This is an optimization exercise on Yosys and OpenROAD, whose aim is a short achievable clock period and few clock cycles, not a production implementation.
The RTL was checked by simulation tests, not by an equivalence proof against the original design.
Power is estimated from default activity; no workload was simulated.

// mips
module mips(input         clk, rst,
            input  [31:0] instrF, readdataM,
            output [31:0] pcF,
            output        memwriteM,
            output [31:0] alumultoutM, writedataM);
==> flow/config.mk <==
export PLATFORM = sky130hd
export DESIGN_NAME = mips
export DESIGN_NICKNAME = mips
export VERILOG_FILES = /design/flow/design.v
export SDC_FILE = /design/flow/constraint.sdc
export NUM_CORES = 8
export LEC_CHECK = 0
export CAP_MARGIN = 60
export CORE_MARGIN = 2
export CORE_UTILIZATION = 40
export PLACE_DENSITY = 0.6
export SETUP_SLACK_MARGIN = 5
export SLEW_MARGIN = 60
==> flow/constraint.sdc <==
create_clock -name core_clock -period 11.0 [get_ports {clk}]
set_input_delay 2.2000 -clock core_clock [delete_from_list [all_inputs] [get_ports {clk}]]
set_output_delay 2.2000 -clock core_clock [all_outputs]
set_load 0.01 [all_outputs]
run.sh (not shown) runs the stock make flow with config.mk's settings and CLKGATE_MAP_FILE= SYNTH_SCRIPT=/design/flow/synth_recipe.tcl, a recipe that flattens the netlist after the stock synthesis.
Testbench counts at the start, summed over its fixed seeds: cycles 105,550.
Edit:
==> flow/flow/run.sh (new file) <==
#!/bin/bash
# Layout flow: the standard ORFS flow (standard.sh), with the standard synthesis
# unchanged and two changes to the steps after it:
#  - every input and output port gets a sky130_fd_sc_hd__buf_4 (buffer_ports would
#    otherwise pick a slow delay buffer);
#  - the clkdlybuf4s* delay buffers are left out of the cells the repair steps may add.
# Each step's full output goes to a log file of its own in this folder.
set -euo pipefail
bash standard.sh synth > synth.log 2>&1
export DONT_USE_CELLS="sky130_fd_sc_hd__clkdlybuf4s15_1 sky130_fd_sc_hd__clkdlybuf4s15_2 sky130_fd_sc_hd__clkdlybuf4s18_1 sky130_fd_sc_hd__clkdlybuf4s18_2 sky130_fd_sc_hd__clkdlybuf4s25_1 sky130_fd_sc_hd__clkdlybuf4s25_2 sky130_fd_sc_hd__clkdlybuf4s50_1 sky130_fd_sc_hd__clkdlybuf4s50_2"
export BUFFER_PORTS_ARGS="-buffer_cell sky130_fd_sc_hd__buf_4"
bash standard.sh floorplan > floorplan.log 2>&1
bash standard.sh place > place.log 2>&1
bash standard.sh cts > cts.log 2>&1
bash standard.sh route > route.log 2>&1
bash standard.sh finish > finish.log 2>&1
==> flow/standard.sh (new file) <==
#!/bin/bash
# synth_recipe.tcl (not shown) runs the flow's synth.tcl, then flattens the netlist and writes it again
# the make line also repeats each setting of config.mk as NAME=value (left out here)
make -C /OpenROAD-flow-scripts/flow DESIGN_CONFIG=/design/flow/config.mk WORK_HOME=/design/flow/orfs CLKGATE_MAP_FILE= SYNTH_SCRIPT=/design/flow/synth_recipe.tcl "${@:-finish}"
removed: flow/run.sh
First-iteration DRC count came out higher by 8.2%.
Sequential share of layout area came out higher by 0.23 points.
Routed wire length came out lower by 0.63%.
Maximum frequency came out higher by 11%.
Final area came out lower by 0.55%.
Via count came out higher by 0.39%.
Core utilization came out lower by 0.25 points.
Clock power hardly moves.
Die area does not change.
Cell count barely changes.
Power is about the same.

---

== birch ==
Another version of the RTL of mips (not shown whole).
Size: about 2700 flip-flops, roughly 160 I/O pins, roughly 0.14 mm2 of cells after synthesis.
Settings: LEC_CHECK=0, CAP_MARGIN=60, CORE_MARGIN=2, CORE_UTILIZATION=55, PLACE_DENSITY=0.75, SETUP_SLACK_MARGIN=5, SLEW_MARGIN=60; clock period 11.0 ns.
standard.sh (not shown) runs the stock make flow with config.mk's settings and CLKGATE_MAP_FILE= SYNTH_SCRIPT=/design/flow/synth_recipe.tcl, a recipe that flattens the netlist after the stock synthesis.
==> flow/flow/run.sh <==
#!/bin/bash
# Layout flow: the standard ORFS flow (standard.sh), with the standard synthesis
# unchanged and two changes to the steps after it:
#  - every input and output port gets a sky130_fd_sc_hd__buf_4 (buffer_ports would
#    otherwise pick a slow delay buffer);
#  - the clkdlybuf4s* delay buffers are left out of the cells the repair steps may add.
# Each step's full output goes to a log file of its own in this folder.
set -euo pipefail
bash standard.sh synth > synth.log 2>&1
export DONT_USE_CELLS="sky130_fd_sc_hd__clkdlybuf4s15_1 sky130_fd_sc_hd__clkdlybuf4s15_2 sky130_fd_sc_hd__clkdlybuf4s18_1 sky130_fd_sc_hd__clkdlybuf4s18_2 sky130_fd_sc_hd__clkdlybuf4s25_1 sky130_fd_sc_hd__clkdlybuf4s25_2 sky130_fd_sc_hd__clkdlybuf4s50_1 sky130_fd_sc_hd__clkdlybuf4s50_2"
export BUFFER_PORTS_ARGS="-buffer_cell sky130_fd_sc_hd__buf_4"
bash standard.sh floorplan > floorplan.log 2>&1
bash standard.sh place > place.log 2>&1
bash standard.sh cts > cts.log 2>&1
bash standard.sh route > route.log 2>&1
bash standard.sh finish > finish.log 2>&1
Testbench counts of birch, summed over its fixed seeds: cycles 104,768.
Input changes introduced in maple (baseline for comparison: birch):
- CAP_MARGIN: 60 -> 70
- PLACE_DENSITY: 0.75 -> 0.6
- CORE_UTILIZATION: 55 -> 40
- SLEW_MARGIN: 60 -> 70
### Flow results
- Looking at timing endpoint of the critical path, the cmpBE[22]$_DFF_P_ result is from maple; the pc[28]$_DFFE_PP0P_ one comes from birch.
- A first element of the critical path of opAE[0]$_DFF_P_ is what maple shows, while instrD[2]$_DFFE_PN_ belongs to birch.
- Going from birch to maple, multi-input gate share of total cell area saw a decrease, final area saw an increase, register-to-register slack saw an increase, utilization saw a decrease.

---

== the reference run ==
Starting RTL as in the previous note.
Settings: LEC_CHECK=0, CAP_MARGIN=60, CORE_MARGIN=2, CORE_UTILIZATION=40, PLACE_DENSITY=0.6, SETUP_SLACK_MARGIN=5, SLEW_MARGIN=60; clock period 11.0 ns.
Scripts as last shown in full above: flow/flow/run.sh
Looking at the reports, the reference run completed the entire flow and the layout it produced met the timing, design-rule and antenna checks.
Testbench counts of the reference run, summed over its fixed seeds: cycles 104,768.
### the reference run -> the trial run
Settings: PLACE_DENSITY changed from 0.6 to 0.7; CORE_UTILIZATION changed from 40 to 45.
Results
The reference run → the trial run: worst hold slack after final layout dropped 0.011 ns, final cycle utilization of the critical path climbed 2.2 points, aggregate global routing overflow barely changed.
The reference run and the trial run ended up with roughly the same synthesized netlist cell count.
The trial run finished all stages; the layout is clean.
The reference run went all the way through the flow, and no timing, DRC or antenna check failed.

[static timing again, ports no longer ideal]
No port has a modelled driver above. Below, the same layouts with a new extraction and two added sets of constraints. Step 1 sets driving cells, clkbuf_16 on the clock port and buf_2 on the other inputs (assumed; they add their load-dependent delay and slew). Step 2 moves the port delays by t, midway between the first and last clock arrival at a register: inputs arrive t later, outputs are due t later. That takes back most of the time a late clock gives input paths. Slacks: no drivers / after step 1 / after step 2; pairs: no drivers / after step 1.
run	t (ns)	setup WS [ns]	hold slack, ns	slew at the worst register clock pin (ns)	worst data-port slew with drivers (ns)
the first run of note 1	1.034	6.472 / 6.365 / 6.008	0.305 / 0.305 / 0.305	0.07 / 0.07	0.33
the second run of note 1	1.048	6.925 / 6.821 / 6.434	0.313 / 0.313 / 0.313	0.07 / 0.07	0.30
birch	1.065	6.709 / 6.709 / 6.357	0.301 / 0.301 / 0.301	0.07 / 0.07	0.15
maple	1.058	6.770 / 6.770 / 6.050	0.286 / 0.286 / 0.286	0.07 / 0.07	0.19
the reference run	1.050	6.837 / 6.837 / 6.521	0.317 / 0.317 / 0.317	0.07 / 0.07	0.21
the trial run	1.030	6.597 / 6.597 / 6.450	0.306 / 0.306 / 0.306	0.07 / 0.07	0.21
After both steps setup and hold are still met in every run listed. For maple, which loses most, drivers alone change the setup slack by 0.000 ns; drivers and shift together by -0.720 ns.
